Background: an optimization exercise with open tools, aiming at small area. Do not read the settings as production practice. In this exercise RTL edits were held to simulation tests only and were not proved equivalent to the original. In runs 2 to 6 the design's own scripts or RTL, not TritonCTS, make the clock network. The clock port is modelled as an ideal driver, which makes a skipped or thinned clock tree look cheaper than it is; a real chip needs a root buffer or a tree. Power and IR drop assume default switching activity.

--- flow/flow/run.sh ---
#!/bin/bash
# Own layout flow: the standard flow, except that the clock tree is built by
# flow/tree.tcl (a load-balanced buffer tree) instead of TritonCTS, and the
# ports are buffered with buf_1 cells. Each stage's output goes to its own
# log here; ORFS keeps its per-step logs under orfs/logs.
set -euo pipefail
W=$(pwd)

# 1. standard synthesis, floorplan and placement
bash standard.sh BUFFER_PORTS_ARGS="-buffer_cell sky130_fd_sc_hd__buf_1" place > "$W/stage1_place.log" 2>&1

# 2. clock tree: ORFS's cts step with our cts.tcl
rm -rf "$W/scripts_cts"
cp -r "$FLOW_HOME/scripts" "$W/scripts_cts"
cp "$W/flow/cts.tcl" "$W/flow/tree.tcl" "$W/scripts_cts/"
bash standard.sh SCRIPTS_DIR="$W/scripts_cts" cts > "$W/stage2_cts.log" 2>&1

# 3. standard routing and finishing
bash standard.sh finish > "$W/stage3_finish.log" 2>&1
--- flow/flow/cts.tcl ---
utl::set_metrics_stage "cts__{}"
source $::env(SCRIPTS_DIR)/load.tcl
source $::env(SCRIPTS_DIR)/lec_check.tcl
erase_non_stage_variables cts
load_design 3_place.odb 3_place.sdc
source_step_tcl PRE CTS

# Clone clock tree inverters next to register loads
# so cts does not try to buffer the inverted clocks.
repair_clock_inverters

proc save_progress { stage } {
  puts "Run 'make gui_$stage.odb' to load progress snapshot"
  orfs_write_db $::env(RESULTS_DIR)/$stage.odb
  orfs_write_sdc $::env(RESULTS_DIR)/$stage.sdc
}

source [file join [file dirname [info script]] tree.tcl]
set_dont_use $::env(DONT_USE_CELLS)
tree_build clk {
  {sky130_fd_sc_hd__buf_4 {12 13 14 15 16} 0.042}
  {{sky130_fd_sc_hd__buf_4 sky130_fd_sc_hd__buf_8 sky130_fd_sc_hd__clkbuf_16} {4 6 8 10 14 20} 0.055}
  {{sky130_fd_sc_hd__buf_8 sky130_fd_sc_hd__clkbuf_16} {2 3 4 6 8} 0.090}
}

utl::push_metrics_stage "cts__{}__pre_repair_timing"
log_cmd estimate_parasitics -placement
if { $::env(DETAILED_METRICS) } {
  report_metrics 4 "cts pre-repair-timing"
}
utl::pop_metrics_stage

set_placement_padding -global \
  -left $::env(CELL_PAD_IN_SITES_DETAIL_PLACEMENT) \
  -right $::env(CELL_PAD_IN_SITES_DETAIL_PLACEMENT)

set result [catch { detailed_placement } msg]
if { $result != 0 } {
  save_progress 4_1_error
  error "Detailed placement failed in CTS: $msg"
}

log_cmd estimate_parasitics -placement

if { $::env(CTS_SNAPSHOTS) } {
  save_progress 4_1_pre_repair_hold_setup
}

if { !$::env(SKIP_CTS_REPAIR_TIMING) } {
  if { $::env(EQUIVALENCE_CHECK) } {
    write_eqy_verilog 4_before_rsz.v
  }
  if { $::env(LEC_CHECK) } {
    write_lec_verilog 4_before_rsz_lec.v
  }

  repair_timing_helper

  if { $::env(EQUIVALENCE_CHECK) } {
    run_equivalence_test
  }
  if { $::env(LEC_CHECK) } {
    write_lec_verilog 4_after_rsz_lec.v
    run_lec_test 4_rsz 4_before_rsz_lec.v 4_after_rsz_lec.v
  }

  set result [catch { detailed_placement } msg]
  if { $result != 0 } {
    save_progress 4_1_error
    error "Detailed placement failed in CTS: $msg"
  }

  check_placement -verbose
}

report_metrics 4 "cts final"

source_step_tcl POST CTS

orfs_write_db $::env(RESULTS_DIR)/4_1_cts.odb
orfs_write_sdc $::env(RESULTS_DIR)/4_cts.sdc
--- flow/flow/tree.tcl ---
# Build a balanced clock buffer tree on net clk, bottom-up. A level may use
# inverters; the levels must then hold an even number of inverting ones.
# Each level groups the current sinks into spatially compact clusters by
# recursive bisection and drives each cluster from one new buffer placed at
# its centroid. A cluster whose buffer's load (pins and placement-estimated
# wire) is above the level's limit is split into as many parts as the excess
# calls for, until none is.
# levels: list of {cell max_sinks max_load_pF}, leaf level first;
# levels are added until a single buffer remains.

proc tree_bisect {items k} {
  if {$k <= 1} { return [list $items] }
  set xs {}; set ys {}
  foreach it $items { lappend xs [lindex $it 0]; lappend ys [lindex $it 1] }
  set xs [lsort -integer $xs]; set ys [lsort -integer $ys]
  set dx [expr {[lindex $xs end] - [lindex $xs 0]}]
  set dy [expr {[lindex $ys end] - [lindex $ys 0]}]
  set idx [expr {$dx >= $dy ? 0 : 1}]
  set sorted [lsort -integer -index $idx $items]
  set k1 [expr {$k / 2}]
  set k2 [expr {$k - $k1}]
  set n [llength $sorted]
  set n1 [expr {int(round(double($n) * $k1 / $k))}]
  return [concat [tree_bisect [lrange $sorted 0 [expr {$n1 - 1}]] $k1] \
                 [tree_bisect [lrange $sorted $n1 end] $k2]]
}

set ::tree_count 0

# drive group g (list of {x y iterm}) from a new buffer of master; the
# buffer's input goes on net drv. Returns {x y inst}.
proc tree_drive {block master g lvl drv} {
  set sx 0; set sy 0
  foreach s $g { incr sx [lindex $s 0]; incr sy [lindex $s 1] }
  set cx [expr {$sx / [llength $g]}]
  set cy [expr {$sy / [llength $g]}]
  set id [incr ::tree_count]
  set inst [odb::dbInst_create $block $master "ctree_${lvl}_$id"]
  $inst setLocation [expr {$cx - [$master getWidth] / 2}] [expr {$cy - [$master getHeight] / 2}]
  $inst setPlacementStatus PLACED
  set net [odb::dbNet_create $block "ctree_net_${lvl}_$id"]
  $net setSigType CLOCK
  foreach s $g {
    set it [lindex $s 2]
    $it disconnect
    $it connect $net
  }
  [tree_pin $inst out] connect $net
  [tree_pin $inst in] connect $drv
  return [list $cx $cy $inst $g]
}

# the signal input or output pin of a buffer or inverter
proc tree_pin {inst dir} {
  foreach it [$inst getITerms] {
    if {$dir == "out" && [$it isOutputSignal]} { return $it }
    if {$dir == "in" && [$it isInputSignal]} { return $it }
  }
  error "no $dir pin on [$inst getName]"
}

# total capacitance (pF) on the net the buffer drives
proc tree_load {inst} {
  set ::tree_name [[[tree_pin $inst out] getNet] getName]
  with_output_to_variable ::tree_r { report_net -digits 6 $::tree_name }
  if {![regexp {Total capacitance: ([0-9.]+)-([0-9.]+)} $::tree_r -> a b]} {
    regexp {Total capacitance: ([0-9.]+)} $::tree_r -> b
  }
  return $b
}

# Build one level over sinks with clusters of at most maxn sinks, then split
# any cluster whose load is over target. Returns the list of buffers.
proc tree_level {block master sinks maxn target lvl root} {
  set n [llength $sinks]
  set k [expr {($n + $maxn - 1) / $maxn}]
  set bufs {}
  foreach g [tree_bisect $sinks $k] {
    lappend bufs [tree_drive $block $master $g $lvl $root]
  }
  for {set pass 0} {$pass < 8} {incr pass} {
    estimate_parasitics -placement
    set keep {}; set redo {}
    foreach b $bufs {
      set load [tree_load [lindex $b 2]]
      if {[llength [lindex $b 3]] > 1 && $load > $target} { lappend redo [concat $b $load] } else { lappend keep $b }
    }
    if {[llength $redo] == 0} break
    foreach b $redo {
      set m [expr {max(2, int(ceil([lindex $b 4] * 1.05 / $target)))}]
      set m [expr {min($m, [llength [lindex $b 3]])}]
      tree_undo [list $b] $root
      foreach h [tree_bisect [lindex $b 3] $m] { lappend keep [tree_drive $block $master $h $lvl $root] }
    }
    set bufs $keep
  }
  return $bufs
}

# remove buffers, putting their sinks back on net root
proc tree_undo {bufs root} {
  foreach b $bufs {
    set inst [lindex $b 2]
    set net [[tree_pin $inst out] getNet]
    foreach s [lindex $b 3] { [lindex $s 2] disconnect; [lindex $s 2] connect $root }
    [tree_pin $inst out] disconnect
    [tree_pin $inst in] disconnect
    odb::dbInst_destroy $inst
    odb::dbNet_destroy $net
  }
}

proc tree_build {netname levels} {
  set db [ord::get_db]
  set block [ord::get_db_block]
  set root [$block findNet $netname]
  set_propagated_clock [all_clocks]
  set sinks {}
  foreach it [$root getITerms] {
    if {[$it getIoType] == "INPUT"} {
      set bb [[$it getInst] getBBox]
      lappend sinks [list [expr {([$bb xMin] + [$bb xMax]) / 2}] [expr {([$bb yMin] + [$bb yMax]) / 2}] $it]
    }
  }
  puts "tree: [llength $sinks] sinks on $netname"
  set lvl 0
  while {[llength $sinks] > 1} {
    set level [lindex $levels [expr {min($lvl, [llength $levels] - 1)}]]
    lassign $level cells cands target
    set best {}
    set best_cost 1e30
    foreach cell $cells {
      set master [$db findMaster $cell]
      set lc [get_lib_cells */$cell]
      set area [get_property $lc area]
      set cin [get_property [get_lib_pins */$cell/A] capacitance]
      foreach maxn $cands {
        set bufs [tree_level $block $master $sinks $maxn $target $lvl $root]
        set cost [expr {[llength $bufs] * ($area + 0.25 * $cin)}]
        if {$cost < $best_cost} { set best_cost $cost; set best [list $cell $maxn] }
        tree_undo $bufs $root
      }
    }
    lassign $best cell maxn
    set bufs [tree_level $block [$db findMaster $cell] $sinks $maxn $target $lvl $root]
    set worst 0; set total 0
    foreach b $bufs { set l [tree_load [lindex $b 2]]; set worst [expr {max($worst, $l)}]; set total [expr {$total + $l}] }
    puts "tree: level $lvl: [llength $bufs] x $cell (clusters of $maxn), largest load $worst pF, mean [expr {$total / [llength $bufs]}]"
    set sinks {}
    foreach b $bufs { lappend sinks [list [lindex $b 0] [lindex $b 1] [tree_pin [lindex $b 2] in]] }
    incr lvl
  }
  puts "tree: top buffer on $netname"
}
--- flow/standard.sh ---
#!/bin/bash
# synth_recipe.tcl (not shown) runs the flow's synth.tcl, then flattens the netlist and writes it again
# the make line also repeats each setting of config.mk as NAME=value (left out here)
make -C /OpenROAD-flow-scripts/flow DESIGN_CONFIG=/design/flow/config.mk WORK_HOME=/design/flow/orfs CLKGATE_MAP_FILE= SYNTH_SCRIPT=/design/flow/synth_recipe.tcl "${@:-finish}"
--- flow/config.mk ---
export PLATFORM = sky130hd
export DESIGN_NAME = moving_average
export DESIGN_NICKNAME = moving_average
export VERILOG_FILES = /design/flow/design.v
export SDC_FILE = /design/flow/constraint.sdc
export NUM_CORES = 4
export LEC_CHECK = 0
export CAP_MARGIN = 20
export CORE_MARGIN = 2
export CORE_UTILIZATION = 80
export SLEW_MARGIN = 20
--- flow/constraint.sdc ---
create_clock -name core_clock -period 8.0 [get_ports {clk}]
set_input_delay 1.6000 -clock core_clock [delete_from_list [all_inputs] [get_ports {clk}]]
set_output_delay 1.6000 -clock core_clock [all_outputs]
set_load 0.01 [all_outputs]
--- flow/design.v ---
`timescale 1ns / 1ps
module moving_average # (
    parameter integer in_bits = 16,
    parameter integer out_bits = 16,
    parameter integer log2_samples = 8
    )(
    input wire [in_bits-1:0] in_data,
    input wire clk,
    input wire rst,  
    output wire [out_bits-1:0] out_data
    );
    localparam integer samples = 2**log2_samples;
    localparam integer reg_bits = in_bits+log2_samples;
    localparam integer depth = samples+1;    
    localparam integer cut = 12;             
    localparam integer hi_bits = reg_bits-in_bits-1;
    reg [depth*in_bits-1:0] line;
    reg [log2_samples:0] fill;
    reg [reg_bits-1:0] sum;
    reg p_diff, p_sum;                       
    wire [in_bits-1:0] newest = line[in_bits-1:0];
    wire [in_bits-1:0] oldest = line[depth*in_bits-1:(depth-1)*in_bits];
    wire sub_old = fill[log2_samples];
    wire [in_bits:0] da = {newest[in_bits-1], newest};
    wire [in_bits:0] db = ~({(in_bits+1){sub_old}} & {oldest[in_bits-1], oldest});
    wire [in_bits+1:0] dc;
    wire [in_bits:0] diff;
    wire [in_bits+1:0] sc;
    wire [reg_bits-1:0] next;
    assign dc[0] = 1'b1;
    assign sc[0] = 1'b0;
    genvar i;
    generate
    for (i = 0; i <= in_bits; i = i+1) begin : gen_add
        wire dci = (i == cut) ? p_diff : dc[i];
        wire sci = (i == cut) ? p_sum : sc[i];
        assign diff[i] = da[i] ^ db[i] ^ dci;
        assign dc[i+1] = (da[i] & db[i]) | (dci & (da[i] ^ db[i]));
        assign next[i] = sum[i] ^ diff[i] ^ sci;
        assign sc[i+1] = (sum[i] & diff[i]) | (sci & (sum[i] ^ diff[i]));
    end
    endgenerate
    wire [hi_bits-1:0] sum_hi = sum[reg_bits-1:in_bits+1];
    wire [hi_bits-1:0] hi_inc = sum_hi + 1'b1;
    wire [hi_bits-1:0] hi_dec = sum_hi - 1'b1;
    wire up = sc[in_bits+1] & ~diff[in_bits];
    wire down = ~sc[in_bits+1] & diff[in_bits];
    assign next[reg_bits-1:in_bits+1] = up ? hi_inc : down ? hi_dec : sum_hi;
    always @(posedge clk) begin
        line[depth*in_bits-1:in_bits] <= line[(depth-1)*in_bits-1:0];
        line[in_bits-1:0] <= rst ? {in_bits{1'b0}} : in_data;
    end
    always @(posedge clk) begin
        if (rst) begin
            fill <= {(log2_samples+1){1'b0}};
            sum <= {reg_bits{1'b0}};
            p_diff <= 1'b0;
            p_sum <= 1'b0;
        end
        else begin
            fill[log2_samples-1:0] <= fill[log2_samples-1:0] + 1'b1;
            if (&fill[log2_samples-1:0])
                fill[log2_samples] <= 1'b1;
            sum <= next;
            p_diff <= dc[cut];
            p_sum <= sc[cut];
        end
    end
    wire [reg_bits-cut-1:0] total_hi = sum[reg_bits-1:cut] + p_diff + p_sum;
    wire [reg_bits-1:0] total = {total_hi, sum[cut-1:0]};
    assign out_data = {total[reg_bits-1], total[reg_bits-3:reg_bits-out_bits-1]};
endmodule
==> out/results.txt, run 1 <==
Detailed placer's ending HPWL: 70060 microns. The number of rows in the core area is 119. For this run, the leading register cell type out of synthesis is sky130_fd_sc_hd__dfxtp_1.

At the end of routability-driven placement, the weighted congestion stood at 0.7137. Counting flops and latches in the post-synthesis netlist gives 4147. The die boundary width is 329.7 microns, and the fraction of registers with async set/reset is 0. The run stopped with a tool error.

Yosys mapped a number of flops with a built-in enable equal to 0. The die is 329.7 microns tall. The sequential area share after synthesis was 0.9784; the average cell area after synthesis was 19.35 sq um. The effective utilization at floorplan is 0.8061. When the netlist entered floorplanning its net count stood at 4447.

The first error in the log reads "[ERROR DPL-0033] detailed placement checks failed during check placement". Number of buffer cells added on primary ports: 33. The Yosys warning count is 1, and the count of distinct cell types in the synthesized netlist is 35. I/O pin count: 34. The last stage reached was detailed placement (3_5_place_dp). The synthesized instance count is 4386. For the post-synthesis instance area, the log shows 84850 sq um.
==> cell usage after synthesis, types with 2 or more instances <==
master / count / area, sq um
sky130_fd_sc_hd__a211o_1: 2 / 17.52
sky130_fd_sc_hd__a211oi_1: 2 / 15.01
sky130_fd_sc_hd__a21oi_1: 4 / 20.02
sky130_fd_sc_hd__a31oi_1: 3 / 18.77
sky130_fd_sc_hd__and2_1: 2 / 12.51
sky130_fd_sc_hd__buf_1: 3 / 11.26
sky130_fd_sc_hd__buf_2: 3 / 15.01
sky130_fd_sc_hd__buf_4: 5 / 37.54
sky130_fd_sc_hd__clkbuf_1: 4 / 15.01
sky130_fd_sc_hd__dfxtp_1: 4147 / 83020
sky130_fd_sc_hd__fa_1: 33 / 660.6
sky130_fd_sc_hd__ha_1: 10 / 125.1
sky130_fd_sc_hd__inv_1: 42 / 157.7
sky130_fd_sc_hd__nand2_1: 25 / 93.84
sky130_fd_sc_hd__nand3_1: 5 / 25.02
sky130_fd_sc_hd__nor2_1: 35 / 131.4
sky130_fd_sc_hd__nor2b_1: 24 / 150.1
sky130_fd_sc_hd__nor3_1: 3 / 15.01
sky130_fd_sc_hd__nor4b_1: 2 / 17.52
sky130_fd_sc_hd__xnor2_1: 9 / 78.83
sky130_fd_sc_hd__xor2_1: 9 / 78.83
==> cell families after synthesis <==
kind of cell / synth area share
xor+xnor: 0.001858
mux: 0.0001180
buf+inv: 0.002787
fa+ha+maj: 0.009260
flops: 0.9784
simple gates: 0.005913
compound gates: 0.001681
==> power by group through the flow <==
stage          Clock, uW  Combinational [uW]  Sequential [uW]
2_1_floorplan          0                 252            21400
3_3_place_gp           0                 336            21500
==> stage by stage <==
stage | worst slack, ps | power [uW]
2_1_floorplan | 2076 | 21670
3_3_place_gp | 2144 | 21790
==> worst max path at each step <==
| stage | depth (start not counted) | slack, ps | end |
|---|---|---|---|
| floorplan | 18 | 2080 | sum[11]$_SDFF_PP0_ |
| global placement | 17 | 2140 | sum[11]$_SDFF_PP0_ |
==> inputs of run 2 (changes only) <==
--- a/flow/design.v
+++ b/flow/design.v
@@ -13,5 +13,5 @@
     localparam integer reg_bits = in_bits+log2_samples;
     localparam integer depth = samples+1;    
-    localparam integer cut = 12;             
+    localparam integer cut = 8;              
     localparam integer hi_bits = reg_bits-in_bits-1;
     reg [depth*in_bits-1:0] line;
--- a/flow/config.mk
+++ b/flow/config.mk
@@ -8,4 +8,4 @@
 export CAP_MARGIN = 20
 export CORE_MARGIN = 2
-export CORE_UTILIZATION = 80
+export CORE_UTILIZATION = 70
 export SLEW_MARGIN = 20
==> run 2 against run 1 <==
Now clean on timing, DRC and antenna; synthesized cell count is essentially flat; synthesized area hardly changed.
==> out/results.txt, run 2 <==
The part of the total power dissipated in sequential elements was 0.723. In this run the cell area measured after placement is 87010 sq um. Post-synthesis instance area: 84890 sq um (about the same). The number of enable flip-flop cells after synthesis is 0 (unchanged). The run gives 971 as the number of design-rule violations left by the first detailed-router iteration. After detailed routing, the average wire length per cell comes to 12.43 microns. The largest driver fanout on the critical path is 8. Top-area cell type share of the netlist area: 0.9780 (about the same). Effective utilization at floorplan: 0.7067 (-0.09942).

The synthesized instance count was 4385 (-0.023%). The number of antenna diodes in the final layout is 0. The number of global-route vias before repair is 26810, and the flip-flop count of the largest register, all copies and words added is 4112.

For the headroom to the max-slew limit, the log shows 0.6010. The tools report the buffers inserted during post-CTS setup optimization as 0. The clock period minus final worst setup slack was 6244 ps.

Timing would allow up to 0.1602 GHz. The detailed placer's ending HPWL came out at 38310 microns (-45%). Fraction of final layout cells sized beyond drive strength 1: 0.07518. The path with the worst hold slack has its endpoint at line[2898]$_DFF_P_. The biggest area contributor in the post-synthesis netlist is sky130_fd_sc_hd__dfxtp_1. The commonest cells after synthesis are 4147 x sky130_fd_sc_hd__dfxtp_1, 39 x sky130_fd_sc_hd__inv_1, 33 x sky130_fd_sc_hd__fa_1. For this design the static power due to leakage is 0.03615 uW.

Height of the chip: 352.2 microns (+6.8%). The startpoint identified for the worst hold timing path is line[2882]$_DFF_P_. The arrival time at the worst endpoint was 7060 ps. The sequential area share after synthesis came out at 0.9780 (about the same).

The maximum cell stage delay along the critical path was 490 ps. Yosys warning count: 1 (unchanged). The register with the highest flop count was line. The internal portion of the total power is 23380 uW. The logs give 3 for the number of antenna violations at the first check in global routing and 0 for the final setup violation count. Entering global routing, the biggest net connects 57 pins. The count of distinct cell types in the synthesized netlist came out at 39 (+11%).

The fraction of registers with async set/reset was 0 (unchanged). The worst register-to-register path ends at sum[23]$_SDFFE_PP0P_. Detailed routing inserted a total of 26980 vias. Setup slack on the worst reg-to-reg path comes out at 1760 ps. Number of nets produced by synthesis: 4447 (unchanged). The die boundary width was 352.2 microns (+6.8%). Counting stages on the worst path, the most repeated cell is sky130_fd_sc_hd__fa_1. The flow ran to the end and the layout has no timing, DRC or antenna violations. The kind of cell adding the most delay to the critical path is adder cells. Summing all flip-flop and latch instances after layout gives 83020 sq um. After floorplanning, the core was sized to cover 120100 sq um. In this run the power spent charging and discharging nets is 5632 uW.

Compared with the post-synthesis result, the final layout area differs by 5.719%. For the worst setup path, the data required time is 8810 ps. The average cell area after synthesis was 19.36 sq um (about the same); the final core area utilization was 0.7471. The cell count of the worst hold path is 0. The number of buffer cells added on primary ports is 33 (unchanged). The clock slew seen by the registers of the worst setup and hold paths came out at 110 ps. The first detailed-routing pass ran for 4 iterations. The final worst setup slack was 1756 ps. The number of synthesized register bits came out at 4147 (unchanged). Overall routed net length: 79220 microns. Worst supply voltage drop on vdd: 0.2090 mV.

The first-pass GRT wire length is 133100 microns. At the pin with the least slew margin, the transition time is 598.5 ps. The count of nets left with antenna violations once routing finished came out at 0. The worst reg-to-reg path cell count was 20; the number of fillers in the final layout was 7225. The setup skew after layout was 48.47 ps. In this run the power density over the cells is 323.3 nW/um^2.

The path class of the tightest hold or removal check is reg -> reg. After detailed routing, the number of vias per cell comes to 4.233. After global routing the overflow that remains totals 0. The number of cells upsized or downsized after cts is 0. The die covers 124100 sq um. The largest registers in the layout are line x4112, sum x24, fill x9. The capturing element type of the critical path was a flip-flop.

sky130_fd_sc_hd__dfxtp_1 is the most common cell in the netlist. The combined area of the multi-input logic cells is 1683 sq um. The library cells used most frequently in the layout, excluding fill and tap cells, are 4147 x sky130_fd_sc_hd__dfxtp_1, 341 x sky130_fd_sc_hd__buf_4, 39 x sky130_fd_sc_hd__inv_1. The hold buffer count at CTS was 0; the number of rows in the core area was 127 (+6.7%). The signal on the critical path passes through nand2_1, fa_1, fa_1, inv_1, fa_1, fa_1, fa_1, fa_1, fa_1, fa_1, fa_1, inv_1, fa_1, ha_1, inv_1, fa_1, a211o_1, a21o_1, o211ai_2, mux2_1. Across the run, the number of max-cap violations was 0. The I/O pin count was 34 (unchanged). In this run the critical register-to-register path is launched from fill[8]$_SDFFE_PP0P_. Setup repair after global routing left no endpoint under its margin. The hold violation count in the final report is 0.

After detailed routing, the number of remaining DRC violations is 0. The fraction of the cycle the final worst path needs was 0.7805. The fraction of power consumed by the clock network was 0.265.

The leading register cell type out of synthesis is sky130_fd_sc_hd__dfxtp_1. The critical path is of the reg -> reg type. Together, buffers and inverters on the worst path number 3. STA classifies the critical path startpoint as a flip-flop. Relative contribution of combinational cells to total power: 0.012. The slowest stage of the critical path is the sky130_fd_sc_hd__fa_1 cell.

The global placer's final weighted congestion is 0.6913 (-3.1%). The worst setup timing slack at the placement stage came out at 1758 ps. The most frequent standard cell in the layout excluding fill and tap cells was sky130_fd_sc_hd__dfxtp_1.

The count of pins over their slew limit was 0. The total global routing track utilization is 0.1281, and the switching power as a share of total power is 0.1941. Ranked by total cell area, the synthesized netlist is headed by sky130_fd_sc_hd__dfxtp_1 98%, sky130_fd_sc_hd__fa_1 0.78%, sky130_fd_sc_hd__nor2b_1 0.18%.

The finished cells cover 89750 sq um. The logs give 29020 uW for the power after layout and 4826 for the net total in the final layout. The clock reaches the later pin of the worst-skew pair after 900 ps. Adding up every negative setup slack in the final design gives 0 ps.
-- run 2: changes by cell type after synthesis, sizes merged, moves of 3 or more --
cell    change
buf         -8
inv         -3
and3        +3
a21o        +3
nor3        -3
clkbuf      +3
nand3       +6
nor2        -9
nor4        +3
xnor2       +4
-- run 2: power groups by stage --
stage,Sequential [uW],Clock (uW),Combinational (uW)
2_1_floorplan,21400,0,258
3_3_place_gp,21500,0,326
3_5_place_dp,21500,0,342
4_1_cts,21000,8030,343
5_1_grt,21000,8810,386
6_report,21000,7690,340
-- run 2: worst max path at each step --
stage | start | end | slack [ps] | depth (start not counted)
3_3_place_gp | fill[8]$_SDFFE_PP0P_ | sum[23]$_SDFFE_PP0P_ | 1900 | 20
5_1_grt | fill[8]$_SDFFE_PP0P_ | sum[23]$_SDFFE_PP0P_ | 1420 | 20
2_1_floorplan | fill[8]$_SDFFE_PP0P_ | sum[23]$_SDFFE_PP0P_ | 1700 | 22
3_5_place_dp | fill[8]$_SDFFE_PP0P_ | sum[23]$_SDFFE_PP0P_ | 1760 | 20
6_report | fill[8]$_SDFFE_PP0P_ | sum[23]$_SDFFE_PP0P_ | 1760 | 20
4_1_cts | fill[8]$_SDFFE_PP0P_ | sum[23]$_SDFFE_PP0P_ | 1740 | 20
-- run 2: cell families after synthesis --
group / share of synthesized area
DFF: 0.9780
and+or+nand+nor: 0.006279
buffers and inverters: 0.002226
adders and majority gates: 0.009403
xor gates and xnor gates: 0.002270
AOI/OAI and AO/OA: 0.001504
muxes: 0.0003685
-- run 2: final cells by class --
type,count,share of cell area
sequential,4147,0.9250
buffer,352,0.03053
tap,1612,0.02247
multi-input combinational,189,0.01875
inverter,39,0.001631
timing repair buffer,35,0.001561
-- run 2: layer usage --
layer	track usage	up-vias	wire [microns]	share of wire
li1	-	13950	-	-
met5	0	-	0	0
met2	0.1526	407	26320	0.33
met1	0.2181	12380	45580	0.58
met4	0.05453	0	2926	0.037
met3	0.03038	246	4393	0.055
-- run 2: per-stage QoR --
stage	hold slack (ps)	std cells
2_1_floorplan	309.6	4385
3_3_place_gp	310.0	6022
3_5_place_dp	312.1	6022
4_1_cts	283.1	6374
5_1_grt	289.8	6374
6_report	279.0	6374
==> inputs of run 3 (changes only) <==
--- a/flow/design.v
+++ b/flow/design.v
@@ -13,5 +13,5 @@
     localparam integer reg_bits = in_bits+log2_samples;
     localparam integer depth = samples+1;    
-    localparam integer cut = 8;              
+    localparam integer cut = 12;             
     localparam integer hi_bits = reg_bits-in_bits-1;
     reg [depth*in_bits-1:0] line;
--- a/flow/flow/cts.tcl
+++ b/flow/flow/cts.tcl
@@ -41,4 +41,15 @@
 }
 
+# Legalization moves the tree's buffers a little; split any leaf buffer that
+# it left too slow, and legalize again.
+for {set i 0} {$i < 3} {incr i} {
+  if {[tree_fixup 0.118] == 0} break
+  set result [catch { detailed_placement } msg]
+  if { $result != 0 } {
+    save_progress 4_1_error
+    error "Detailed placement failed in CTS: $msg"
+  }
+}
+
 log_cmd estimate_parasitics -placement
 
--- a/flow/flow/tree.tcl
+++ b/flow/flow/tree.tcl
@@ -74,5 +74,5 @@
 proc tree_level {block master sinks maxn target lvl root} {
   set n [llength $sinks]
-  set k [expr {($n + $maxn - 1) / $maxn}]
+  set k [expr {int(ceil(double($n) / $maxn))}]
   set bufs {}
   foreach g [tree_bisect $sinks $k] {
@@ -153,2 +153,32 @@
   puts "tree: top buffer on $netname"
 }
+
+# After legalization: split every leaf buffer (level 0) whose output slew,
+# with placement parasitics, is above maxslew (ns). Returns how many it split.
+proc tree_fixup {maxslew} {
+  set db [ord::get_db]
+  set block [ord::get_db_block]
+  estimate_parasitics -placement
+  set split 0
+  foreach inst [$block getInsts] {
+    if {![string match "ctree_0_*" [$inst getName]]} continue
+    set out [tree_pin $inst out]
+    set p [get_pins [$inst getName]/[[$out getMTerm] getName]]
+    set s [expr {max([get_property $p slew_max_rise], [get_property $p slew_max_fall])}]
+    if {$s <= $maxslew} continue
+    set net [$out getNet]
+    set g {}
+    foreach it [$net getITerms] {
+      if {$it == $out} continue
+      set bb [[$it getInst] getBBox]
+      lappend g [list [expr {([$bb xMin] + [$bb xMax]) / 2}] [expr {([$bb yMin] + [$bb yMax]) / 2}] $it]
+    }
+    if {[llength $g] < 2} continue
+    lassign [tree_bisect $g 2] g1 g2
+    set drv [[tree_pin $inst in] getNet]
+    tree_drive $block [$inst getMaster] $g2 0 $drv
+    incr split
+  }
+  puts "tree: split $split slow leaf buffers (over $maxslew ns)"
+  return $split
+}
==> run 3 against run 2 <==
Clock skew rose by 35 ps; power is essentially flat; register-to-register slack lost 20 ps; worst setup slack got worse by 21 ps; synthesized cell count hardly changed; cell count rose by 0.14%; sequential power barely moved; critical path type unchanged; clock power barely moved; core utilization is essentially flat; first-iteration DRC count is 35% higher; sequential share of layout area is essentially flat.
==> out/results.txt, run 3 <==
The run finished with no timing, DRC or antenna violations. The total global routing track utilization came out at 0.1290 (+0.0008804). The post-synthesis instance area was 84850 sq um (about the same); the fraction of final layout cells sized beyond drive strength 1 was 0.07723 (+0.002051). Type of the worst setup path: reg -> reg.

Height of the chip: 352.2 microns (about the same). Yosys warning count: 1 (unchanged). The number of rows in the core area was 127 (unchanged). The tools report the number of cells upsized or downsized after cts as 0 (unchanged). The most frequent cell after synthesis is sky130_fd_sc_hd__dfxtp_1.

The tools report the maximum number of pins on one net before global-route repair as 56 (-1.8%). The tools report the number of design-rule violations left by the first detailed-router iteration as 1313 (+35%). The number of antenna violations at the first check in global routing came out at 10 (+7). The relative area change from synthesis to final layout is 5.758% (about the same), and the overall via count from detail_route is 27070 (+0.33%). Ranked by flip-flop count, first place goes to line.

The headroom to the max-slew limit came out at 0.4900 (-0.1110). Fraction of the cycle the final worst path needs: 0.7832 (+0.002669). The number of max-cap violations is 0 (unchanged).

The sequential area share after synthesis was 0.9784 (about the same). Setup repair after global routing left no endpoint under its margin. The number of buffer cells added on primary ports was 33 (unchanged).

The leading register cell type out of synthesis is sky130_fd_sc_hd__dfxtp_1. Via-per-instance ratio: 4.240 (+0.18%). The static leakage came out at 0.03614 uW (about the same). The setup skew after layout is 83.66 ps (+35.19 ps).

Yosys attributes the largest share of cell area to sky130_fd_sc_hd__dfxtp_1 98%, sky130_fd_sc_hd__fa_1 0.78%, sky130_fd_sc_hd__inv_1 0.19%. The count of distinct cell types in the synthesized netlist is 35 (-10%). The final setup violation count was 0 (unchanged); the top-area cell type share of the netlist area was 0.9784 (about the same). The number of synthesized register bits was 4147 (unchanged). The flip-flop count of the largest register, all copies and words added works out to 4112 (unchanged).

The logs give 283.0 ps (+3.968 ps) for the worst slack on hold paths and 7278 (+0.73%) for the number of fillers in the final layout. Launch instance of the worst register-to-register path: fill[8]$_SDFFE_PP0P_. The hold buffer count at CTS was 0 (unchanged); the effective utilization at floorplan was 0.7063 (about the same). Count of pins over their slew limit: 0 (unchanged). The buffers inserted during post-CTS setup optimization was 0 (unchanged). The die area came out at 124000 sq um (about the same).

The run gives 0.6967 (+0.78%) as the global placer's final weighted congestion. The net total in the final layout is 4828 (+0.041%). The hold violation count in the final report came out at 0 (unchanged). In the synthesized netlist, the cells that appear most often are 4147 x sky130_fd_sc_hd__dfxtp_1, 42 x sky130_fd_sc_hd__inv_1, 35 x sky130_fd_sc_hd__nor2_1. Top cell type by total area after synthesis: sky130_fd_sc_hd__dfxtp_1. The detailed placer's ending HPWL was 38880 microns (+1.5%); the largest driver fanout on the critical path was 17 (+9). Capturing element type of the critical path: a flip-flop.

The largest registers in the layout are line x4112, sum x24, fill x9. The internal reg-to-reg setup slack came out at 1730 ps (-20 ps). The overall routed net length was 79500 microns (+0.35%); the synthesized instance count was 4386 (+0.023%). The clock slew seen by the registers of the worst setup and hold paths was 110 ps (about the same); the worst supply voltage drop on vdd was 0.2029 mV (-2.9%).

The count of TritonRoute iterations in the first routing pass is 4 (unchanged). The tools report the origin of the worst setup path as fill[8]$_SDFFE_PP0P_. The tools report the required time of the worst setup path as 8720 ps (-90 ps). The number of global-route vias before repair is 27000 (+0.72%). The tools report the remaining global-route overflow as 0 (unchanged).

The run gives 6017 (-0.083%) as the number of cells after detailed placement. The number of antenna-violating nets in the routed design was 0 (unchanged); the number of standard cells in the layout, taps in and fillers out was 6383 (+0.14%). The clock period minus final worst setup slack works out to 6265 ps (+21.35 ps).

Leaving out fill and tap cells, the most frequent cell in the layout is sky130_fd_sc_hd__dfxtp_1. The power per standard cell area came out at 323.6 nW/um^2 (about the same). The arrival time at the worst endpoint was 6990 ps (-70 ps); the worst-skew pair later-pin latency was 940 ps (+40 ps). The run gives 4447 (unchanged) as the number of nets produced by synthesis. The tools report the number of design rule violations left after detail routing as 0 (unchanged). The average cell area after synthesis was 19.35 sq um (about the same).

The die boundary width is 352.2 microns (about the same). Setup total negative slack: 0 ps (unchanged). The start point of the worst hold path is line[2032]$_DFF_P_.

Fraction of registers with async set/reset: 0 (unchanged). The top cell types in the final layout, fill and taps aside, are 4147 x sky130_fd_sc_hd__dfxtp_1, 348 x sky130_fd_sc_hd__buf_4, 42 x sky130_fd_sc_hd__inv_1. The first-pass GRT wire length came out at 133600 microns (+0.37%). The average wire per standard cell came out at 12.45 microns (+0.21%). The class of the worst hold path is reg -> reg.

The tools report the critical path launch point type as a flip-flop. The number of enable flip-flop cells after synthesis is 0 (unchanged), and the highest clock frequency the design can meet is 0.1596 GHz (-0.34%). The area of the placeable core is 120100 sq um (unchanged), and the slew at the pin closest to its max-slew limit is 765.0 ps (+166.5 ps). The run gives 34 (unchanged) as the I/O pin count.
==> run 3: cell count changes in the layout (fill, tap and decap cells not counted), sizes merged, moves of 3 or more <==
cell   before  now
inv        39   42
nor3        1    4
buf       386  393
nand3      11    5
xnor2      13    9
diode       0    6
a21o        3    0
nor2       26   35
and3        5    2
nor4        3    0
==> run 3: final timing paths <==
check	to	depth (start not counted)
worst max-delay path	sum[11]$_SDFF_PP0_	18
worst max register to register	sum[11]$_SDFF_PP0_	18
worst min register to register	line[2048]$_DFF_P_	0
worst min-delay path	line[2048]$_DFF_P_	0
==> run 3: layout make-up <==
type	count	area, sq um	share of cell area
Sequential cell	4147	83020	0.9251
Buffer	360	2800	0.03120
Tap cell	1612	2017	0.02248
Multi-Input combinational cell	182	1598	0.01780
Inverter	42	157.7	0.001757
Timing Repair Buffer	34	132.6	0.001478
Antenna cell	6	15.01	0.0001673
==> run 3: worst max-delay path, stage by stage (launching register included) <==
cell and delay (ps):
sky130_fd_sc_hd__dfxtp_1 670, sky130_fd_sc_hd__and2_1 210, sky130_fd_sc_hd__ha_1 140, sky130_fd_sc_hd__inv_1 50, sky130_fd_sc_hd__fa_1 390, sky130_fd_sc_hd__fa_1 400
sky130_fd_sc_hd__fa_1 390, sky130_fd_sc_hd__fa_1 390, sky130_fd_sc_hd__fa_1 400, sky130_fd_sc_hd__fa_1 390, sky130_fd_sc_hd__fa_1 390, sky130_fd_sc_hd__fa_1 400
sky130_fd_sc_hd__fa_1 400, sky130_fd_sc_hd__fa_1 490, sky130_fd_sc_hd__inv_1 50, sky130_fd_sc_hd__fa_1 370, sky130_fd_sc_hd__inv_1 70, sky130_fd_sc_hd__fa_1 400
sky130_fd_sc_hd__nor2b_1 130
==> run 3: cell families (layout without fill, tap and decap cells) <==
kind of cell,after synthesis,in the layout,share of synthesized area
compound gates,19,19,0.001681
xor+xnor,18,18,0.001858
fa+ha+maj,43,43,0.009260
buf+inv,57,436,0.002787
flops,4147,4147,0.9784
mux,1,1,0.0001180
other cells,0,6,0
simple gates,101,101,0.005913
==> run 3: per-stage QoR <==
step                total power, uW  setup WS [ps]    util  area, sq um
detailed placement            21790           1673  0.7236        86920
floorplan                     21670           2076       -        84850
global placement              21770           1738  0.7236        86920
finish                        29040           1735  0.7470        89740
CTS                           29430           1657  0.7469        89720
global route                  30260           1415  0.7469        89720
==> run 3: power breakdown <==
part	internal, uW	switching [uW]	total [uW]
combinational	137	189	326
sequential	20900	107	21000
clock	2400	5320	7720
==> run 3: metal layers <==
metal	routed length, microns	GRT usage	vias up
li1	-	-	13950
met1	44870	0.2187	12440
met2	26760	0.1554	436
met3	5075	0.03053	240
met4	2791	0.05333	0
met5	0	0	-
==> inputs of run 4 (changes only) <==
--- a/flow/flow/run.sh
+++ b/flow/flow/run.sh
@@ -8,5 +8,5 @@
 
 # 1. standard synthesis, floorplan and placement
-bash standard.sh BUFFER_PORTS_ARGS="-buffer_cell sky130_fd_sc_hd__buf_1" place > "$W/stage1_place.log" 2>&1
+bash standard.sh BUFFER_PORTS_ARGS="-buffer_cell sky130_fd_sc_hd__buf_1" PRE_GLOBAL_PLACE_TCL="$W/flow/preplace.tcl" place > "$W/stage1_place.log" 2>&1
 
 # 2. clock tree: ORFS's cts step with our cts.tcl
--- a/flow/flow/cts.tcl
+++ b/flow/flow/cts.tcl
@@ -18,6 +18,11 @@
 source [file join [file dirname [info script]] tree.tcl]
 set_dont_use $::env(DONT_USE_CELLS)
+tree_release ctree_p_*
+set_propagated_clock [all_clocks]
+for {set i 0} {$i < 3} {incr i} {
+  if {[tree_fixup 0.118 ctree_p_* p] == 0} break
+  detailed_placement
+}
 tree_build clk {
-  {sky130_fd_sc_hd__buf_4 {12 13 14 15 16} 0.042}
   {{sky130_fd_sc_hd__buf_4 sky130_fd_sc_hd__buf_8 sky130_fd_sc_hd__clkbuf_16} {4 6 8 10 14 20} 0.055}
   {{sky130_fd_sc_hd__buf_8 sky130_fd_sc_hd__clkbuf_16} {2 3 4 6 8} 0.090}
@@ -44,5 +49,5 @@
 # it left too slow, and legalize again.
 for {set i 0} {$i < 3} {incr i} {
-  if {[tree_fixup 0.118] == 0} break
+  if {[tree_fixup 0.118 ctree_p_* p] == 0} break
   set result [catch { detailed_placement } msg]
   if { $result != 0 } {
==> flow/flow/preplace.tcl (new file) <==
# PRE_GLOBAL_PLACE hook: split the flip-flops' clock into leaf clusters
# before global placement, so that each cluster is placed close together.
source [file join [file dirname [info script]] tree.tcl]
tree_preleaves clk sky130_fd_sc_hd__buf_4 16
--- a/flow/flow/tree.tcl
+++ b/flow/flow/tree.tcl
@@ -36,4 +36,7 @@
   set cy [expr {$sy / [llength $g]}]
   set id [incr ::tree_count]
+  while {[$block findInst "ctree_${lvl}_$id"] != "NULL" || [$block findNet "ctree_net_${lvl}_$id"] != "NULL"} {
+    set id [incr ::tree_count]
+  }
   set inst [odb::dbInst_create $block $master "ctree_${lvl}_$id"]
   $inst setLocation [expr {$cx - [$master getWidth] / 2}] [expr {$cy - [$master getHeight] / 2}]
@@ -154,7 +157,7 @@
 }
 
-# After legalization: split every leaf buffer (level 0) whose output slew,
+# After legalization: split every leaf buffer (named by pattern) whose output slew,
 # with placement parasitics, is above maxslew (ns). Returns how many it split.
-proc tree_fixup {maxslew} {
+proc tree_fixup {maxslew {pattern ctree_0_*} {lvl 0}} {
   set db [ord::get_db]
   set block [ord::get_db_block]
@@ -162,5 +165,5 @@
   set split 0
   foreach inst [$block getInsts] {
-    if {![string match "ctree_0_*" [$inst getName]]} continue
+    if {![string match $pattern [$inst getName]]} continue
     set out [tree_pin $inst out]
     set p [get_pins [$inst getName]/[[$out getMTerm] getName]]
@@ -177,5 +180,5 @@
     lassign [tree_bisect $g 2] g1 g2
     set drv [[tree_pin $inst in] getNet]
-    tree_drive $block [$inst getMaster] $g2 0 $drv
+    tree_drive $block [$inst getMaster] $g2 $lvl $drv
     incr split
   }
@@ -183,2 +186,37 @@
   return $split
 }
+
+# Before global placement: drive the sinks of net netname in clusters of
+# maxn from new buffers (named ctree_p_*), so that the placer keeps each
+# cluster together. The buffers and their nets are marked dont_touch so the
+# placement steps keep them; the clock tree step clears that.
+proc tree_preleaves {netname cell maxn} {
+  set db [ord::get_db]
+  set block [ord::get_db_block]
+  set root [$block findNet $netname]
+  set master [$db findMaster $cell]
+  set sinks {}
+  foreach it [$root getITerms] {
+    if {[$it getIoType] == "INPUT"} {
+      set bb [[$it getInst] getBBox]
+      lappend sinks [list [expr {([$bb xMin] + [$bb xMax]) / 2}] [expr {([$bb yMin] + [$bb yMax]) / 2}] $it]
+    }
+  }
+  set k [expr {int(ceil(double([llength $sinks]) / $maxn))}]
+  foreach g [tree_bisect $sinks $k] {
+    set b [tree_drive $block $master $g p $root]
+    set inst [lindex $b 2]
+    $inst setDoNotTouch 1
+    [[tree_pin $inst out] getNet] setDoNotTouch 1
+  }
+  puts "tree: $k leaf buffers ($cell) before placement, clusters of $maxn"
+}
+
+proc tree_release {pattern} {
+  foreach inst [[ord::get_db_block] getInsts] {
+    if {[string match $pattern [$inst getName]]} {
+      $inst setDoNotTouch 0
+      [[tree_pin $inst out] getNet] setDoNotTouch 0
+    }
+  }
+}
==> run 4 against run 3 <==
Cell area rose by 2.1%; synthesized cell count unchanged; sequential power barely moved; sequential cell count unchanged.
==> out/results.txt, run 4 <==
The number of design rule violations left after detail routing was 0 (unchanged). The number of global-route vias before repair came out at 30290 (+12%). The setup total negative slack is 0 ps (unchanged), and the via-per-instance ratio is 4.341 (+2.4%).

For the total global routing track utilization, the log shows 0.1484 (+0.01935). The tools report the headroom to the max-slew limit as 0.5676 (+0.07763). Setup repair after global routing left no endpoint under its margin. The count of TritonRoute iterations in the first routing pass was 4 (unchanged); the number of buffer cells added on primary ports was 33 (unchanged). The synthesized instance count is 4386 (unchanged), and the routed metal-1 wire length is 48070 microns (+7.1%).

The most frequent cell after synthesis is sky130_fd_sc_hd__dfxtp_1. For the number of nets produced by synthesis, the log shows 4447 (unchanged). The average wire per standard cell is 13.69 microns (+9.9%).

In the synthesized netlist, the cells that appear most often are 4147 x sky130_fd_sc_hd__dfxtp_1, 42 x sky130_fd_sc_hd__inv_1, 35 x sky130_fd_sc_hd__nor2_1. The most critical setup path has its startpoint at fill[8]$_SDFFE_PP0P_. The synthesized design spends more area on one cell type than any other, namely sky130_fd_sc_hd__dfxtp_1.

Power per standard cell area: 342.0 nW/um^2 (+5.7%). The die boundary width was 352.2 microns (unchanged). The path class of the tightest hold or removal check is reg -> reg.

The number of cells upsized or downsized after cts is 0 (unchanged). The number of antenna-violating nets in the routed design was 0 (unchanged). The Yosys warning count is 1 (unchanged), and the hold buffer count at CTS is 0 (unchanged).

The net total in the final layout is 5073 (+5.1%), and the detailed placer's ending HPWL is 58990 microns (+52%). The final cell area excluding filler cells is 91590 sq um (+2.1%). The run gives 124000 sq um (unchanged) as the die area. line holds more flip-flops than any other register. For this design, the slowest cell found on the critical path is sky130_fd_sc_hd__fa_1. The cell with the most instances on the worst path was sky130_fd_sc_hd__fa_1. The logs give 0 (unchanged) for the hold violation count in the final report and 90700 microns (+14%) for the overall routed net length. For the maximum number of pins on one net before global-route repair, the log shows 56 (unchanged). For the effective utilization at floorplan, the log shows 0.7063 (unchanged). The fraction of registers with async set/reset was 0 (unchanged); the number of max-cap violations was 0 (unchanged). The top-area cell type share of the netlist area was 0.9784 (unchanged). The type of the worst setup path was reg -> reg. For the post-synthesis instance area, the log shows 84850 sq um (unchanged).

Traced cell by cell, the critical path runs through buf_4, and2_1, ha_1, inv_1, fa_1, fa_1, fa_1, fa_1, fa_1, fa_1, fa_1, fa_1, fa_1, fa_1, inv_1, fa_1, inv_1, fa_1, nor2b_1. The tools report the static leakage as 0.03732 uW (+3.3%). The number of synthesized register bits came out at 4147 (unchanged). The logs give 7 (-3) for the number of antenna violations at the first check in global routing and 0.7520 (+7.9%) for the global placer's final weighted congestion. For the highest clock frequency the design can meet, the log shows 0.1663 GHz (+4.2%).

The library cells used most frequently in the layout, excluding fill and tap cells, are 4147 x sky130_fd_sc_hd__dfxtp_1, 591 x sky130_fd_sc_hd__buf_4, 42 x sky130_fd_sc_hd__inv_1. The clock period minus final worst setup slack was 6013 ps (-252.3 ps); the slew at the pin closest to its max-slew limit was 648.5 ps (-116.4 ps). Total length of routed met3 wires: 4965 microns (-2.2%). The run gives 34890 microns (+30%) as the amount of wire on met2 after detailed routing.

In this run the most critical hold path is launched from line[3888]$_DFF_P_. The tools report the worst supply voltage drop on vdd as 0.2823 mV (+39%). The number of enable flip-flop cells after synthesis came out at 0 (unchanged). Height of the chip: 352.2 microns (unchanged). The overall via count from detail_route was 28760 (+6.3%).

Sorting the synthesized cells by area gives the leading types as sky130_fd_sc_hd__dfxtp_1 98%, sky130_fd_sc_hd__fa_1 0.78%, sky130_fd_sc_hd__inv_1 0.19%. For the first-pass GRT wire length, the log shows 150400 microns (+13%). The tools report the count of distinct cell types in the synthesized netlist as 35 (unchanged).

The largest driver fanout on the critical path was 17 (unchanged); the buffers inserted during post-CTS setup optimization was 0 (unchanged). The clock slew seen by the registers of the worst setup and hold paths works out to 90 ps (-20 ps). The number of rows in the core area was 127 (unchanged).

The fraction of final layout cells sized beyond drive strength 1 came out at 0.1224 (+0.04513). The worst-skew pair later-pin latency is 980 ps (+40 ps), and the fraction of the cycle the final worst path needs is 0.7516 (-0.03154). Leaving out fill and tap cells, the most frequent cell in the layout is sky130_fd_sc_hd__dfxtp_1. STA classifies the critical path startpoint as a flip-flop. The power after layout is 31320 uW (+7.9%), and the arrival time at the worst endpoint is 6830 ps (-160 ps).

The worst setup path is captured at a flip-flop. The tools report the number of design-rule violations left by the first detailed-router iteration as 1228 (-6.5%). The cell area after placement is 88880 sq um (+2.3%), and the I/O pin count is 34 (unchanged). The most used flip-flop cell after synthesis is sky130_fd_sc_hd__dfxtp_1. Highest metal layer with signal wires: met5.

The maximum cell stage delay along the critical path was 490 ps (-180 ps). In the final layout, the registers with the most flip-flops are line x4112, sum x24, fill x9. The flip-flop count of the largest register, all copies and words added came out at 4112 (unchanged). The run finished with no timing, DRC or antenna violations.

The tools report the number of fillers in the final layout as 7012 (-3.7%). The average cell area after synthesis came out at 19.35 sq um (unchanged). The relative area change from synthesis to final layout was 7.934%.

The launch instance of the worst register-to-register path was fill[8]$_SDFFE_PP0P_. For the area of the placeable core, the log shows 120100 sq um (unchanged). The run gives 0 (unchanged) as the count of pins over their slew limit.

The remaining global-route overflow was 0 (unchanged); the setup skew after layout was 109.0 ps (+25.29 ps). The required time of the worst setup path was 8810 ps (+90 ps); the final setup violation count was 0 (unchanged). The sequential area share after synthesis came out at 0.9784 (unchanged).
## run 4: cell types whose count changed in the layout (fill, tap and decap cells not counted)
cell                      before  now
sky130_fd_sc_hd__diode_2       6    3
sky130_fd_sc_hd__buf_8        13   15
sky130_fd_sc_hd__buf_4       348  591
## run 4: layout make-up
cell class	instances	area (sq um)	share of cell area
Antenna cell	3	7.507	0.00008197
Buffer	604	4647	0.05074
Inverter	42	157.7	0.001721
Multi-Input combinational cell	182	1598	0.01745
Sequential cell	4147	83020	0.9065
Tap cell	1612	2017	0.02202
Timing Repair Buffer	35	140.1	0.001530
## run 4: kinds of logic (layout without fill, tap and decap cells)
logic type,Yosys count,count (layout),share of synthesized area
other cells,0,3,0
flops,4147,4147,0.9784
fa+ha+maj,43,43,0.009260
buf+inv,57,681,0.002787
simple gates,101,101,0.005913
xor+xnor,18,18,0.001858
mux,1,1,0.0001180
compound gates,19,19,0.001681
## run 4: per-stage QoR
stage	setup WS, ps	hold WS [ps]	std cells	util
after floorplan	2076	309.6	4386	-
after global placement	1956	309.7	6278	0.7399
after detailed placement	1881	312.1	6278	0.7399
after CTS	1965	206.3	6622	0.7623
after global routing	1704	234.1	6622	0.7623
final	1987	239.6	6625	0.7624
## run 4: worst paths after layout
kind,to,slack (ps),cells past startpoint
worst max register to register,sum[11]$_SDFF_PP0_,1990,19
worst min-delay path,line[3904]$_DFF_P_,240,0
worst max-delay path,sum[11]$_SDFF_PP0_,1990,19
worst min register to register,line[3904]$_DFF_P_,240,0
## run 4: power breakdown
group	leakage [uW]	internal [uW]	total, uW	switching (uW)
Sequential	0.0336	20900	21000	109
Clock	0.00294	3940	9960	6020
Combinational	0.000762	140	346	206
## run 4: metal layers
metal | vias up | track usage
li1 | 14440 | -
met4 | 2 | 0.06342
met2 | 479 | 0.1983
met3 | 232 | 0.04316
met5 | - | 0
met1 | 13610 | 0.2267
## run 4: worst max-delay path, delay by kind of cell, from the launching register on
| kind | cells | cell delay [ps] |
|---|---|---|
| adders and majority gates | 13 | 4940 |
| buffers and inverters | 4 | 390 |
| DFF | 1 | 320 |
| and+or+nand+nor | 2 | 290 |
==> inputs of run 5 (changes only) <==
--- a/flow/flow/tree.tcl
+++ b/flow/flow/tree.tcl
@@ -208,5 +208,8 @@
     set inst [lindex $b 2]
     $inst setDoNotTouch 1
-    [[tree_pin $inst out] getNet] setDoNotTouch 1
+    set net [[tree_pin $inst out] getNet]
+    $net setDoNotTouch 1
+    # a signal net for now, so that global placement weighs it
+    $net setSigType SIGNAL
   }
   puts "tree: $k leaf buffers ($cell) before placement, clusters of $maxn"
@@ -217,6 +220,8 @@
     if {[string match $pattern [$inst getName]]} {
       $inst setDoNotTouch 0
-      [[tree_pin $inst out] getNet] setDoNotTouch 0
-    }
-  }
-}
+      set net [[tree_pin $inst out] getNet]
+      $net setDoNotTouch 0
+      $net setSigType CLOCK
+    }
+  }
+}
==> run 5 against run 4 <==
Critical endpoint unchanged; critical path type unchanged; power did not move; clock skew did not move; largest cell class unchanged; clock power barely moved; synthesized area did not move; die area did not move; worst setup slack did not move; sequential power barely moved; via count did not move; synthesized cell count did not move; still clean on timing, DRC and antenna; combinational power barely moved; maximum frequency did not move; largest power group unchanged; first-iteration DRC count did not move.
==> out/results.txt, run 5 <==
The hold violation count in the final report is 0 (unchanged). The run finished with no timing, DRC or antenna violations. The logs give 0.7520 (unchanged) for the global placer's final weighted congestion and 0.9784 (unchanged) for the sequential area share after synthesis. The net total in the final layout was 5073 (unchanged); the flip-flop count of the largest register, all copies and words added was 4112 (unchanged). The run gives 127 (unchanged) as the number of rows in the core area. The tools report the headroom to the max-slew limit as 0.5676 (unchanged).

Static leakage: 0.03732 uW (unchanged). The number of antenna violations at the first check in global routing is 7 (unchanged), and the fraction of registers with async set/reset is 0 (unchanged). The number of max-cap violations was 0 (unchanged). Count of TritonRoute iterations in the first routing pass: 4 (unchanged).

The number of design-rule violations left by the first detailed-router iteration was 1228 (unchanged). The cell count of the worst hold path was 0 (unchanged). By startpoint and endpoint, the worst setup path is classified as reg -> reg. The worst reg-to-reg path cell count came out at 19 (unchanged). Setup repair after global routing left no endpoint under its margin. The clock period minus final worst setup slack is 6013 ps (unchanged). The top cell types in the final layout, fill and taps aside, are 4147 x sky130_fd_sc_hd__dfxtp_1, 591 x sky130_fd_sc_hd__buf_4, 42 x sky130_fd_sc_hd__inv_1. The top cell type by total area after synthesis is sky130_fd_sc_hd__dfxtp_1.

The area of the placeable core came out at 120100 sq um (unchanged). The worst-skew pair later-pin latency is 980 ps (about the same). The average cell area after synthesis works out to 19.35 sq um (unchanged). The top-area cell type share of the netlist area was 0.9784 (unchanged); the final setup violation count was 0 (unchanged). The number of enable flip-flop cells after synthesis was 0 (unchanged); the number of cells upsized or downsized after cts was 0 (unchanged). The relative area change from synthesis to final layout is 7.934% (unchanged).

The run gives 0 ps (unchanged) as the setup total negative slack. The tools report the remaining global-route overflow as 0 (unchanged). The tools report the count of distinct cell types in the synthesized netlist as 35 (unchanged). The height of the chip was 352.2 microns (unchanged). The final cell area excluding filler cells was 91590 sq um (unchanged); the effective utilization at floorplan was 0.7063 (unchanged). The logs give 8810 ps (about the same) for the required time of the worst setup path and 6830 ps (about the same) for the arrival time at the worst endpoint. STA classifies the critical path startpoint as a flip-flop. Clock slew seen by the registers of the worst setup and hold paths: 90 ps (about the same). Worst supply voltage drop on vdd: 0.2823 mV (unchanged). In the post-synthesis netlist, the cell with the most instances is sky130_fd_sc_hd__dfxtp_1.

The average wire per standard cell is 13.69 microns (unchanged), and the I/O pin count is 34 (unchanged). The first-pass GRT wire length came out at 150400 microns (unchanged). The worst slack on hold paths is 239.6 ps (unchanged), and the power per standard cell area is 342.0 nW/um^2 (unchanged). The total global routing track utilization is 0.1484 (unchanged), and the post-synthesis instance area is 84850 sq um (unchanged).

The synthesized instance count is 4386 (unchanged). The register with the most flip-flops in the final layout is line. STA classifies the critical path endpoint as a flip-flop.

The fraction of final layout cells sized beyond drive strength 1 was 0.1224 (unchanged); the hold buffer count at CTS was 0 (unchanged). For the overall via count from detail_route, the log shows 28760 (unchanged). By area the synthesized netlist is led by sky130_fd_sc_hd__dfxtp_1 98%, sky130_fd_sc_hd__fa_1 0.78%, sky130_fd_sc_hd__inv_1 0.19%. By count the netlist is led by 4147 x sky130_fd_sc_hd__dfxtp_1, 42 x sky130_fd_sc_hd__inv_1, 35 x sky130_fd_sc_hd__nor2_1. In the final layout, the registers with the most flip-flops are line x4112, sum x24, fill x9. The number of design rule violations left after detail routing is 0 (unchanged).

The detailed placer's ending HPWL was 58990 microns (unchanged); the power after layout was 31320 uW (unchanged). The buffers inserted during post-CTS setup optimization came out at 0 (unchanged). The logs give 124000 sq um (unchanged) for the die area and 0 (unchanged) for the count of pins over their slew limit. The maximum number of pins on one net before global-route repair was 56 (unchanged); the fraction of the cycle the final worst path needs was 0.7516 (unchanged). The number of antenna-violating nets in the routed design came out at 0 (unchanged). The path class of the tightest hold or removal check is reg -> reg.

For the highest clock frequency the design can meet, the log shows 0.1663 GHz (unchanged). Setup skew after layout: 109.0 ps (unchanged). Number of synthesized register bits: 4147 (unchanged). The slew at the pin closest to its max-slew limit came out at 648.5 ps (unchanged).

Leaving out fill and tap cells, the most frequent cell in the layout is sky130_fd_sc_hd__dfxtp_1. The overall routed net length came out at 90700 microns (unchanged). Via-per-instance ratio: 4.341 (unchanged).

The largest driver fanout on the critical path was 17 (unchanged). The Yosys warning count came out at 1 (unchanged). The number of buffer cells added on primary ports came out at 33 (unchanged). Number of nets produced by synthesis: 4447 (unchanged).

The number of global-route vias before repair was 30290 (unchanged); the cell area after placement was 88880 sq um (unchanged). The leading register cell type out of synthesis was sky130_fd_sc_hd__dfxtp_1. The die boundary width came out at 352.2 microns (unchanged).
==> run 5: cell counts in the layout (fill, tap and decap cells not counted) <==
No cell type changed its count.
==> run 5: worst max-delay path, stage by stage, from the launching register on <==
cell and delay [ps]:
sky130_fd_sc_hd__dfxtp_1 320, sky130_fd_sc_hd__buf_4 210, sky130_fd_sc_hd__and2_1 160, sky130_fd_sc_hd__ha_1 150
sky130_fd_sc_hd__inv_1 50, sky130_fd_sc_hd__fa_1 370, sky130_fd_sc_hd__fa_1 380, sky130_fd_sc_hd__fa_1 410
sky130_fd_sc_hd__fa_1 390, sky130_fd_sc_hd__fa_1 390, sky130_fd_sc_hd__fa_1 390, sky130_fd_sc_hd__fa_1 390
sky130_fd_sc_hd__fa_1 400, sky130_fd_sc_hd__fa_1 410, sky130_fd_sc_hd__fa_1 490, sky130_fd_sc_hd__inv_1 50
sky130_fd_sc_hd__fa_1 370, sky130_fd_sc_hd__inv_1 80, sky130_fd_sc_hd__fa_1 400, sky130_fd_sc_hd__nor2b_1 130
==> run 5: worst paths after layout <==
path / slack [ps] / endpoint / from
min: 240 / line[3904]$_DFF_P_ / line[3888]$_DFF_P_
max: 1990 / sum[11]$_SDFF_PP0_ / fill[8]$_SDFFE_PP0P_
max reg2reg: 1990 / sum[11]$_SDFF_PP0_ / fill[8]$_SDFFE_PP0P_
min reg2reg: 240 / line[3904]$_DFF_P_ / line[3888]$_DFF_P_
==> run 5: per-stage QoR <==
stage / setup slack, ps / utilization / cells
6_report: 1987 / 0.7624 / 6625
5_1_grt: 1704 / 0.7623 / 6622
4_1_cts: 1965 / 0.7623 / 6622
3_5_place_dp: 1881 / 0.7399 / 6278
3_3_place_gp: 1956 / 0.7399 / 6278
2_1_floorplan: 2076 / - / 4386
==> run 5: layout make-up <==
class                      instances  area, sq um
inverter                          42        157.7
buffer                           604         4647
antenna                            3        7.507
multi-input combinational        182         1598
sequential                      4147        83020
timing repair buffer              35        140.1
fill                            7012        28540
tap                             1612         2017
==> run 5: cell families after synthesis <==
| logic type | count (synthesis) | synth area share |
|---|---|---|
| XOR/XNOR | 18 | 0.001858 |
| AO/OA/AOI/OAI | 19 | 0.001681 |
| AND/OR/NAND/NOR | 101 | 0.005913 |
| multiplexers | 1 | 0.0001180 |
| adder cells (fa/ha/maj) | 43 | 0.009260 |
| buffers and inverters | 57 | 0.002787 |
| flip-flops | 4147 | 0.9784 |
==> run 5: metal layers <==
| metal | track usage | up-vias | wire (microns) |
|---|---|---|---|
| met3 | 0.04316 | 232 | 4965 |
| met4 | 0.06342 | 2 | 2760 |
| met2 | 0.1983 | 479 | 34890 |
| li1 | - | 14440 | - |
| met1 | 0.2267 | 13610 | 48070 |
| met5 | 0 | - | 13 |
==> run 5: where the power goes <==
part           internal [uW]  switching [uW]  leakage, uW
Clock                   3940            6020      0.00294
Sequential             20900             109       0.0336
Combinational            140             206     0.000762
==> inputs of run 6 (changes only) <==
--- a/flow/design.v
+++ b/flow/design.v
@@ -16,10 +16,11 @@
     localparam integer hi_bits = reg_bits-in_bits-1;
     reg [depth*in_bits-1:0] line;
-    reg [log2_samples:0] fill;
+    reg [8:0] lfsr;
+    reg full;
     reg [reg_bits-1:0] sum;
     reg p_diff, p_sum;                       
     wire [in_bits-1:0] newest = line[in_bits-1:0];
     wire [in_bits-1:0] oldest = line[depth*in_bits-1:(depth-1)*in_bits];
-    wire sub_old = fill[log2_samples];
+    wire sub_old = full;
     wire [in_bits:0] da = {newest[in_bits-1], newest};
     wire [in_bits:0] db = ~({(in_bits+1){sub_old}} & {oldest[in_bits-1], oldest});
@@ -53,5 +54,6 @@
     always @(posedge clk) begin
         if (rst) begin
-            fill <= {(log2_samples+1){1'b0}};
+            lfsr <= 9'd0;
+            full <= 1'b0;
             sum <= {reg_bits{1'b0}};
             p_diff <= 1'b0;
@@ -59,7 +61,7 @@
         end
         else begin
-            fill[log2_samples-1:0] <= fill[log2_samples-1:0] + 1'b1;
-            if (&fill[log2_samples-1:0])
-                fill[log2_samples] <= 1'b1;
+            lfsr <= {lfsr[7:0], ~(lfsr[8] ^ lfsr[4])};
+            if (lfsr == 9'h0cf)
+                full <= 1'b1;
             sum <= next;
             p_diff <= dc[cut];
--- a/flow/flow/run.sh
+++ b/flow/flow/run.sh
@@ -8,5 +8,5 @@
 
 # 1. standard synthesis, floorplan and placement
-bash standard.sh BUFFER_PORTS_ARGS="-buffer_cell sky130_fd_sc_hd__buf_1" PRE_GLOBAL_PLACE_TCL="$W/flow/preplace.tcl" place > "$W/stage1_place.log" 2>&1
+bash standard.sh BUFFER_PORTS_ARGS="-buffer_cell sky130_fd_sc_hd__buf_1" place > "$W/stage1_place.log" 2>&1
 
 # 2. clock tree: ORFS's cts step with our cts.tcl
--- a/flow/flow/cts.tcl
+++ b/flow/flow/cts.tcl
@@ -18,11 +18,6 @@
 source [file join [file dirname [info script]] tree.tcl]
 set_dont_use $::env(DONT_USE_CELLS)
-tree_release ctree_p_*
-set_propagated_clock [all_clocks]
-for {set i 0} {$i < 3} {incr i} {
-  if {[tree_fixup 0.118 ctree_p_* p] == 0} break
-  detailed_placement
-}
 tree_build clk {
+  {sky130_fd_sc_hd__buf_4 {12 13 14 15 16} 0.042}
   {{sky130_fd_sc_hd__buf_4 sky130_fd_sc_hd__buf_8 sky130_fd_sc_hd__clkbuf_16} {4 6 8 10 14 20} 0.055}
   {{sky130_fd_sc_hd__buf_8 sky130_fd_sc_hd__clkbuf_16} {2 3 4 6 8} 0.090}
@@ -49,5 +44,5 @@
 # it left too slow, and legalize again.
 for {set i 0} {$i < 3} {incr i} {
-  if {[tree_fixup 0.118 ctree_p_* p] == 0} break
+  if {[tree_fixup 0.118] == 0} break
   set result [catch { detailed_placement } msg]
   if { $result != 0 } {
removed: flow/flow/preplace.tcl
==> run 6 against run 5 <==
Cell area down 2.0%; cell count decreased by 3.8%; wire length decreased by 15%; via count down 6.8%; global-route usage down 2.5 points; worst setup slack improved by 9.7 ps; synthesized area about the same; clock power is 22% lower; critical path depth stayed put; core utilization shrank 1.6 points; clock skew fell by 2.0 ps; critical endpoint unchanged.
==> out/results.txt, run 6 <==
The Yosys warning count is 1 (unchanged), and the die boundary width is 352.1 microns (about the same). Average cell area after synthesis: 19.40 sq um (+0.27%). The slew at the pin closest to its max-slew limit was 996.8 ps (+348.3 ps); the number of global-route vias before repair was 26660 (-12%). Number of max-cap violations: 0 (unchanged).

The logs give 2 (-5) for the number of antenna violations at the first check in global routing and 0 (unchanged) for the buffers inserted during post-CTS setup optimization. The average wire per standard cell works out to 12.08 microns (-12%). Setup repair after global routing left no endpoint under its margin. The count of distinct cell types in the synthesized netlist is 39 (+11%), and the fraction of registers with async set/reset is 0 (unchanged). The headroom to the max-slew limit was 0.3355 (-0.2322); the overall routed net length was 76960 microns (-15%).

The via-per-instance ratio works out to 4.206 (-3.1%). The most numerous cell type found on the critical path is sky130_fd_sc_hd__fa_1. The met3 track demand over resource in global routing was 0.03125 (-0.01190). The flip-flop count of the largest register, all copies and words added was 4112 (unchanged). Number of enable flip-flop cells after synthesis: 0 (unchanged). The clock slew seen by the registers of the worst setup and hold paths was 110 ps (+20 ps); the first-pass GRT wire length was 130500 microns (-13%).

Clock period minus final worst setup slack: 6003 ps (-9.750 ps). The commonest cells after synthesis are 4148 x sky130_fd_sc_hd__dfxtp_1, 40 x sky130_fd_sc_hd__inv_1, 33 x sky130_fd_sc_hd__fa_1. The tools report the highest clock frequency the design can meet as 0.1666 GHz (+0.16%).

The largest registers in the layout are line x4112, sum x24, lfsr x9. In the layout the commonest cells are 4148 x sky130_fd_sc_hd__dfxtp_1, 353 x sky130_fd_sc_hd__buf_4, 40 x sky130_fd_sc_hd__inv_1. The tools report the global placer's final weighted congestion as 0.6847 (-8.9%).

Number of rows in the core area: 127 (unchanged). Counting flops per register, the top entry is line. The overall via count from detail_route came out at 26790 (-6.8%). The run gives 29070 uW (-7.2%) as the power after layout. The run gives 84810 sq um (about the same) as the post-synthesis instance area.

The class of the worst hold path was reg -> reg. The met2 routing resource usage after global routing is 0.1483 (-0.05000). The slowest stage of the critical path belongs to the cell sky130_fd_sc_hd__fa_1. For the final setup violation count, the log shows 0 (unchanged). The largest driver fanout on the critical path was 17 (unchanged); the height of the chip was 352.1 microns (about the same). The number of synthesized register bits is 4148 (+0.024%). The relative area change from synthesis to final layout is 5.794%, and the met1 layer usage reported by global route is 0.2071 (-0.01964).

For the number of nets produced by synthesis, the log shows 4432 (-0.34%). The run gives 8740 ps (-70 ps) as the required time of the worst setup path. The fraction of the cycle the final worst path needs is 0.7504 (-0.001219). The top cell type by total area after synthesis was sky130_fd_sc_hd__dfxtp_1. The leading register cell type out of synthesis is sky130_fd_sc_hd__dfxtp_1.

met1 is the most crowded layer. The run finished with no timing, DRC or antenna violations. The tools report the number of design-rule violations left by the first detailed-router iteration as 1247 (+1.5%).
-- run 6: cell types whose count changed in the layout (fill, tap and decap cells not counted), sizes merged, moves of 3 or more --
| cell | delta |
|---|---|
| nand2 | -3 |
| nor3 | -4 |
| nor2b | +7 |
| o21ai | +4 |
| nor2 | -15 |
| buf | -239 |
| a31oi | -3 |
| xor2 | -5 |
| a21o | +3 |
-- run 6: cell families (layout without fill, tap and decap cells) --
group | after synthesis | after routing | synth area share
flops | 4148 | 4148 | 0.9791
simple gates | 94 | 94 | 0.006004
buf+inv | 55 | 440 | 0.002714
fa+ha+maj | 42 | 42 | 0.009117
compound gates | 19 | 19 | 0.001564
xor+xnor | 13 | 13 | 0.001343
mux | 1 | 1 | 0.0001180
other cells | 0 | 1 | 0
-- run 6: worst paths after layout --
kind                            from            endpoint  slack, ps  depth (start not counted)
setup / recovery   full$_SDFFE_PP0N_  sum[11]$_SDFF_PP0_       2000                         19
hold / removal    line[1258]$_DFF_P_  line[1274]$_DFF_P_        230                          0
setup reg to reg   full$_SDFFE_PP0N_  sum[11]$_SDFF_PP0_       2000                         19
hold reg to reg   line[1258]$_DFF_P_  line[1274]$_DFF_P_        230                          0
-- run 6: power breakdown --
group / total (uW) / switching [uW] / internal (uW)
registers: 21000 / 103 / 20900
clock network: 7780 / 5340 / 2430
logic: 302 / 163 / 138
-- run 6: worst register-to-register path, delay by kind of cell (launching register included) --
kind | cells | cell delay, ps
fa+ha+maj | 13 | 4900
buf+inv | 4 | 390
flops | 1 | 320
simple gates | 2 | 290
-- run 6: cell type report --
class	count	area, sq um	share of cell area
diodes	1	2.502	0.00002789
inverters	41	153.9	0.001715
repair buffers	34	132.6	0.001478
flip-flops and latches	4148	83040	0.9255
plain buffers	365	2838	0.03163
multi-input cells	169	1539	0.01715
well taps	1612	2017	0.02248
-- run 6: layer usage --
metal / up-vias / part of all wire / routed length, microns
li1: 13930 / - / -
met1: 12200 / 0.57 / 43990
met4: 0 / 0.038 / 2961
met2: 421 / 0.34 / 25870
met5: - / 0 / 0
met3: 237 / 0.054 / 4132
-- run 6: per-stage QoR --
stage / worst slack (ps) / cells / hold WS, ps / util
after floorplan: 2075 / 4372 / 309.6 / -
after global placement: 1980 / 6004 / 309.6 / 0.7232
after detailed placement: 1919 / 6004 / 312.1 / 0.7232
after CTS: 1957 / 6369 / 226.3 / 0.7469
after global routing: 1759 / 6369 / 231.8 / 0.7469
final: 1997 / 6370 / 232.8 / 0.7469
